What follows belongs to an exercise in optimizing a design on an open flow for a short achievable clock period; a production flow would make more cautious choices.
In this exercise RTL edits were held to simulation tests only and were not proved equivalent to the original.
Power figures rest on the tool's default switching activity, not on a simulated workload.

$ cat design/flow/config.mk
export PLATFORM = sky130hd
export DESIGN_NAME = Basic_ALU
export DESIGN_NICKNAME = Basic_ALU
export VERILOG_FILES = /design/flow/design.v
export SDC_FILE = /design/flow/constraint.sdc
export NUM_CORES = 4
export LEC_CHECK = 0
export CAP_MARGIN = 20
export CORE_MARGIN = 2
export CORE_UTILIZATION = 40
export SLEW_MARGIN = 20
$ cat design/flow/constraint.sdc
create_clock -name core_clock -period 6.0 [get_ports {clock}]
set_input_delay 1.2000 -clock core_clock [delete_from_list [all_inputs] [get_ports {clock}]]
set_output_delay 1.2000 -clock core_clock [all_outputs]
set_load 0.01 [all_outputs]
$ cat design/flow/design.v
module Basic_ALU 	( 
					clock, 
					reset, 
					enable, 
					aluin1, 
					aluin2, 
                    aluoperation, 
					aluopselect, 
					aluout  );
	parameter   reg_wd    	=  32;
	parameter	[0:3] 
				ADD	= 8'b001,
				SUB	= 8'b010,
				NOT	= 8'b011,
				AND	= 8'b100,
				OR	= 8'b101,
				XOR	= 8'b110;
	parameter   [0:3] ARITH_LOGIC = 3'b001;
    input                   			clock, reset, enable;
    input     		[reg_wd -1:0]   	aluin1, aluin2;
    input   		[2:0]           	aluoperation, aluopselect;
    output   reg   	[reg_wd:0]   		aluout;
	always @ (posedge clock)
    begin
        if (reset)
        begin
            aluout  <=  0;
        end    
        else if (enable)
        begin   
       			case(aluoperation)
       			ADD : 	begin	aluout <= aluin1 + aluin2;	    end
       			SUB: 	begin   aluout <= aluin1 - aluin2;    	end 
       			NOT: 	begin   aluout <= {1'b0, {~aluin2}};    	end 
       			AND: 	begin   aluout <= {1'b0,{aluin1 & aluin2}};    	end
       			OR: 	begin   aluout <= {1'b0,{aluin1 | aluin2}};    	end
       			XOR: 	begin   aluout <= {1'b0,{aluin1 ^ aluin2}};      end
       			endcase
        end   
    end
endmodule 
$ cat design/flow/run.sh
#!/bin/bash
# synth_recipe.tcl (not shown) runs the flow's synth.tcl, then flattens the netlist and writes it again
# the make line also repeats each setting of config.mk as NAME=value (left out here)
make -C /OpenROAD-flow-scripts/flow DESIGN_CONFIG=/design/flow/config.mk WORK_HOME=/design/flow/orfs CLKGATE_MAP_FILE= SYNTH_SCRIPT=/design/flow/synth_recipe.tcl finish
==> notes.md, run 1 <==
DRC Markers=0; R2R Path Start=aluout[29]; hold crit path type=flop to flop; commonest cells in the netlist=ha_1 (97), nor2_1 (81), inv_1 (75); Post-Synthesis Cells=777; core area=13,720 sq um; met2 Resource Use GR=about two fifths; vias=~6,000; chip height=around 120 microns; Yosys top cell by area=ha_1; Critical Path AT=5.75 ns; slowest CP cell=or4_4; # IOs=between 100 and 150; Critical Path Fanout Max=7; met3 Track Usage GR=around 3.4%; Top reg by flops=aluout; synth top area cells=ha_1 (22%), dfxtp_1 (12%), xnor2_1 (7.6%), a21oi_1 (6.6%), nor2_1 (5.5%); Clk pin slew, worst setup/hold paths=about 0.060 ns; r2r worst-path depth=3; synthesized area per cell=about 7.1 sq um; max-slew violations=0; global route overflow=0; synth warn=1; vias per cell=about 5.8; status=no timing/DRC/antenna violations; reg2reg end=aluout[29]; worst hold path startpoint=aluout[18]; worst path cell trace=clkdlybuf4s50_1 -> or4_4 -> or4_4 -> nor2_1 -> nand3_1 -> o21ai_0 -> xnor2_1 -> ha_1 -> a21oi_1 -> o21ai_0 -> a221o_1 -> a21o_1 -> a31o_2 -> a221oi_4 -> a2111oi_0 -> a311o_1; Post-CTS Hold Fix Bufs=0; Worst Clk Skew=0 ns; hold depth=2; TritonCTS clock tree=done; htree depth=2; Largest register FFs=33; worst slew margin relative to its limit=33.88%; global-route wire length before repair=roughly 29 mm; worst-skew pair later-pin latency=0.29 ns; Slew @ Worst Pin=between 0.9 and 1 ns; wire length per cell=~17 microns; crit path launch type=input pin; number of diodes=0; prevailing post-synth register cell=dfxtp_1; first-pass detailed-route iteration total=5; area of the mapped netlist=between 5000 and 6000 sq um; Initial DRC Count=321; FMAX=0.1795 GHz; period utilization=~93%; most frequent cell after synthesis=ha_1; remaining antenna violation count=0; Final Total Pwr=approximately 0.0011 W; setup bufs post-CTS=0; Num CTS Buffers=5; antenna violations before repair=0; total negative setup slack=0 ns; CTS Buffer Depth=2; WL final=18.11 mm; DP Wirelength=~13 mm; worst reg2reg setup slack=just under 5 ns; RePlAce Congestion=0.9700; row count=between 40 and 50; Tmin final=5.572 ns; GR peak layer=met2; largest net degree at the start of global routing=33; share of layout cells above drive strength 1=between 4 and 5%; Layout area overhead=24.20%; Buf/Inv on CP=1; Synth cell types=64; Sink Count=33; chip width=121.8 microns; critical path type=input pin to flop; die area=about 15,000 sq um; Max Cap Viol=0; top flop regs=aluout (33); Worst setup EP type=flop; Async S/R FF share, synth=0%; family with the most delay on the worst path=compound AO/OA/AOI/OAI gates; Seq cells post-synth=33; met1 usage=32.03%; RSZ-0062 raised after global routing=no; Lkg Pwr=~3 nW; I/O Buffers=about 100; Syn Nets=about 950; Max stage delay on crit path=around 0.60 ns; Synth top area share=between 20% and 30%; Layout Utilization=roughly 50%; nets=~1,000; vias in the first global route=approximately 5,800; overall routing resource usage=24.61%; Clock Root Buffer=clkbuf_16; VDD IR max=0.1052 mV; final hold viol count=0; Final Setup Violations=0; WP data required=between 6 and 7 ns; pwr dens=about 160 nW/um^2; Initial Util=around two fifths; EDFF count, synth=0; Seq/Total Area, Yosys=approximately an eighth; Layout fillers=~1,400; CTS resizes=0; WHS Endpoint=aluout[18]; CP startpoint=aluin2[7]
## logic make-up after synthesis
family	Yosys count	synth area share, %
AND/OR/NAND/NOR	243	20.59
flip-flops	33	11.91
multiplexers	5	0.9022
XOR/XNOR	53	8.367
AO/OA/AOI/OAI	231	27.54
buffers and inverters	114	8.457
adder cells (fa/ha/maj)	98	22.24
## worst register-to-register path: cells and delay by family, from the launching register on
kind	cells	cell delay, ns
AO/OA/AOI/OAI	3	0.70
flip-flops	1	0.38
## metrics by stage
step | std cells | worst slack (ns) | hold slack [ns] | instance area, sq um
global placement | 1038 | 0.2254 | 0.4783 | 6748
detailed placement | 1038 | 0.1760 | 0.4791 | 6748
floorplan | 777 | 1.053 | 0.4943 | 5548
finish | 1045 | 0.4282 | 0.4872 | 6890
CTS | 1045 | 0.4721 | 0.4912 | 6890
global route | 1045 | 0.1509 | 0.5104 | 6890
## cell type report
cell class | count | area (sq um) | area share, %
inverters | 75 | 281.5 | 4.086
repair buffers | 120 | 1156 | 16.78
well taps | 180 | 225.2 | 3.269
clock buffers | 7 | 142.6 | 2.070
flip-flops and latches | 33 | 660.6 | 9.588
multi-input cells | 630 | 4424 | 64.21
## placed cells by master, fill, tap and decap left out, types with 8 or more instances in the layout
cell type / instances
nand3_1: 17
o21ai_0: 49
a2111oi_0: 8
o22ai_1: 9
a21o_1: 13
inv_1: 75
buf_4: 18
nor3_1: 31
a21oi_1: 73
clkdlybuf4s50_1: 102
o2111ai_1: 13
nand2_1: 59
dfxtp_1: 33
ha_1: 97
nor2_1: 79
xnor2_1: 48
a31oi_1: 9
## power by group
part / internal [W] / total, W / switching [W]
clock network: 0.000164 / 0.000275 / 0.000112
registers: 0.000243 / 0.000257 / 0.0000137
logic: 0.000272 / 0.000602 / 0.000330
## worst max path at each step
stage | to | slack (ns) | cells after the start
finish | aluout[29] | 0.43 | 16
global route | aluout[29] | 0.15 | 16
CTS | aluout[29] | 0.47 | 16
detailed placement | aluout[29] | 0.18 | 16
global placement | aluout[29] | 0.23 | 16
floorplan | aluout[29] | 1.05 | 16
## routing by layer
layer	vias up	share of wire [%]	routed length [microns]
li1	2946	-	-
met1	2873	46	8312
met2	166	47	8557
met4	0	2.1	385
met3	28	4.7	856
met5	-	0	0
==> run 2: changes to the inputs <==
--- a/design/flow/config.mk
+++ b/design/flow/config.mk
@@ -7,2 +7,3 @@
 export LEC_CHECK = 0
+export ABC_CLOCK_PERIOD_IN_PS = 1000
 export CAP_MARGIN = 20
@@ -10,2 +11,3 @@
 export CORE_UTILIZATION = 40
+export SETUP_SLACK_MARGIN = 4
 export SLEW_MARGIN = 20
==> run 2 against run 1 <==
Flip-flop and latch count unchanged; sequential power about the same; maximum frequency increased by 14%; clock skew unchanged; sequential share of layout area decreased by 1.2 points; hold slack got worse by 0.00064 ns; wire length increased by 16%; first-iteration DRC count increased by 23%; largest power group unchanged.
==> notes.md, run 2 <==
RePlAce Congestion=0.9115 (-6.0%); worst-skew pair later-pin latency=0.30 ns (about the same); Initial Util=40.44% (unchanged); I/O Buffers=102 (unchanged); Syn Nets=948 (unchanged); Post-CTS Hold Fix Bufs=0 (unchanged); WP data required=6.19 ns (about the same); row count=43 (unchanged); Lkg Pwr=3.581 nW (+18%); nets=1,103 (+6.5%); slowest CP cell=or4_4; htree depth=2 (unchanged); Max Cap Viol=0 (unchanged); Critical Path AT=5.07 ns (-0.68 ns); wire length per cell=18.89 microns (+9.0%); global route overflow=0 (unchanged); Critical Path Fanout Max=6 (-1); area of the mapped netlist=5548 sq um (unchanged); Seq/Total Area, Yosys=11.91% (unchanged); Synth top area share=21.88% (unchanged); Clock Root Buffer=clkbuf_16; Tmin final=4.879 ns (-0.6930 ns); synthesized area per cell=7.140 sq um (unchanged); Post-Synthesis Cells=777 (unchanged); Worst Clk Skew=0 ns (unchanged); Final Setup Violations=0 (unchanged); final hold viol count=0 (unchanged); overall routing resource usage=28.25% (+3.6 points); pwr dens=161.6 nW/um^2 (-1.8%); family with the most delay on the worst path=compound AO/OA/AOI/OAI gates; Slew @ Worst Pin=0.7469 ns (-0.2421 ns); DP Area=6874 sq um (+1.9%); die area=14,830 sq um (unchanged); synth top area cells=ha_1 (22%), dfxtp_1 (12%), xnor2_1 (7.6%), a21oi_1 (6.6%), nor2_1 (5.5%); RSZ-0062 raised after global routing=yes; Worst setup EP type=flop; FMAX=0.2050 GHz (+14%); vias in the first global route=6,375 (+10%); Top reg by flops=aluout; critical path type=input pin to flop; Buf/Inv on CP=2 (+1); Initial DRC Count=395 (+23%); synth warn=1 (unchanged); R2R Path Start=aluout[29]; CP startpoint=aluin2[4]; largest net degree at the start of global routing=38 (+15%); Hold WS=0.4866 ns (-0.0006370 ns); most frequent cell after synthesis=ha_1; TritonCTS clock tree=done; first-pass detailed-route iteration total=7 (+2); chip width=121.8 microns (unchanged); core area=13,720 sq um (unchanged); worst hold path startpoint=aluout[20]; antenna violations before repair=0 (unchanged); DRC Markers=0 (unchanged); top flop regs=aluout (33); Layout area overhead=45.15%; DP Wirelength=13.86 mm (+2.9%); Layout Utilization=58.70% (+8.5 points); commonest cells in the netlist=ha_1 (97), nor2_1 (81), inv_1 (75); share of layout cells above drive strength 1=28.97% (+24 points); Async S/R FF share, synth=0% (unchanged); # IOs=106 (unchanged); Largest register FFs=33 (unchanged); global-route wire length before repair=32.70 mm (+12%); VDD IR max=0.09516 mV (-9.6%); Layout fillers=1,259 (-11%); Synth cell types=64 (unchanged); Max stage delay on crit path=0.55 ns (-0.05 ns); Seq cells post-synth=33 (unchanged); worst slew margin relative to its limit=49.82% (+16 points); worst path cell trace=buf_6 -> or4_4 -> or4_4 -> nor2_4 -> nand3_4 -> o31ai_2 -> xnor2_1 -> ha_2 -> a21oi_2 -> o21ai_2 -> a221o_1 -> a21o_1 -> a31o_4 -> a221oi_4 -> buf_6 -> a2111oi_4 -> a311o_1; CTS Buffer Depth=2 (unchanged); prevailing post-synth register cell=dfxtp_1; max-slew violations=0 (unchanged); EDFF count, synth=0 (unchanged); Num CTS Buffers=5 (unchanged); number of diodes=0 (unchanged); Yosys top cell by area=ha_1; commonest non-fill, non-tap cell in the layout=ha_1; status=no timing/DRC/antenna violations; vias per cell=5.783 (+0.51%); Sink Count=33 (unchanged); total negative setup slack=0 ns (unchanged); remaining antenna violation count=0 (unchanged); commonest cells after routing, fill and taps aside=ha_1 (83), inv_1 (72), nor2_1 (72); period utilization=81.31% (-12 points); crit path launch type=input pin; Clk pin slew, worst setup/hold paths=0.06 ns (about the same); vias=6,431 (+7.0%); hold crit path type=flop to flop; WL final=21.01 mm (+16%); design area=8053 sq um (+17%); chip height=121.8 microns (unchanged)
## run 2: changes by cell type in the layout (fill, tap and decap cells not counted), moves of 10 or more
cell,before,now
buf_4,18,66
clkdlybuf4s50_1,102,54
buf_2,0,34
o21ai_0,49,26
a21oi_1,73,54
a21oi_2,0,17
buf_6,0,17
o21ai_1,2,17
ha_1,97,83
ha_2,0,10
## run 2: worst paths after layout
path	endpoint	slack, ns	depth (start not counted)
worst max-delay path	aluout[29]	1.12	17
worst min-delay path	aluout[20]	0.49	2
worst max register to register	aluout[29]	4.68	3
worst min register to register	aluout[20]	0.49	2
## run 2: power breakdown
group	switching (W)	internal, W	total (W)
Sequential	0.0000127	0.000245	0.000257
Combinational	0.000415	0.000355	0.000770
Clock	0.000111	0.000163	0.000274
Total	0.000538	0.000763	0.00130
## run 2: layer usage
layer	vias up	routed length, microns	global-route usage (%)
met3	44	1461	4.494
met4	0	609	11.64
met2	240	9649	45.53
met1	3058	9288	37.47
met5	-	0	0
li1	3089	-	-
## run 2: cell type report
class                   count  area [sq um]  area share [%]
clock buffers               7         142.6           1.771
flip-flops and latches     33         671.9           8.344
multi-input cells         634          5149           63.94
well taps                 180         225.2           2.797
repair buffers            183          1575           19.56
inverters                  75         289.0           3.589
## run 2: cell families after synthesis
group	synth area share, %
multiplexers	0.9022
buffers and inverters	8.457
flip-flops	11.91
XOR/XNOR	8.367
adder cells (fa/ha/maj)	22.24
AO/OA/AOI/OAI	27.54
AND/OR/NAND/NOR	20.59
## run 2: worst min-delay path: cells and delay by family, from the launching register on
kind | cells | cell delay [ns]
flip-flops | 1 | 0.30
AND/OR/NAND/NOR | 2 | 0.14
## run 2: through the flow
step / std cells / total power [W] / worst slack (ns)
floorplan: 777 / 0.0006735 / 1.150
detailed placement: 1032 / 0.0008770 / 0.2374
finish: 1112 / 0.001302 / 1.121
CTS: 1102 / 0.001260 / 1.012
global placement: 1032 / 0.0008667 / 0.2594
global route: 1112 / 0.001383 / 0.9770
## run 2: what timing repair did
action,in CTS,in global routing
endpoints found under the setup margin,66,37
pin swaps,76,41
cloned,4,0
resized for setup,315,39
setup buffers,59,10

==> port drivers added, routing unchanged <==
In the flow no input, the clock included, has a driving cell. The finished layouts below were timed again as built, in two steps. Step 1 (the two cells are an assumption about what drives the block):
set clk [get_ports {clock}]
set_driving_cell -lib_cell sky130_fd_sc_hd__clkbuf_16 $clk
set_driving_cell -lib_cell sky130_fd_sc_hd__buf_2 [delete_from_list [all_inputs] $clk]
Step 2 times the ports against the registers' clock, not the clock port: input delays grow and output delays shrink by t, the midpoint of the rising clock arrivals with the driver on. Slacks: no drivers / after step 1 / after step 2; pairs: no drivers / after step 1.
run | t (ns) | setup WS [ns] | hold slack, ns | worst data-port slew with drivers (ns)
run 1 | 0.333 | 0.428 / 0.448 / 0.115 | 0.487 / 0.487 / 0.487 | 0.05
run 2 | 0.335 | 1.121 / 1.121 / 0.786 | 0.487 / 0.487 / 0.487 | 0.06
After both steps every run listed still meets setup and hold. The setup slack of run 2, which loses most, moves by 0.000 ns with the drivers and by -0.335 ns with both steps.
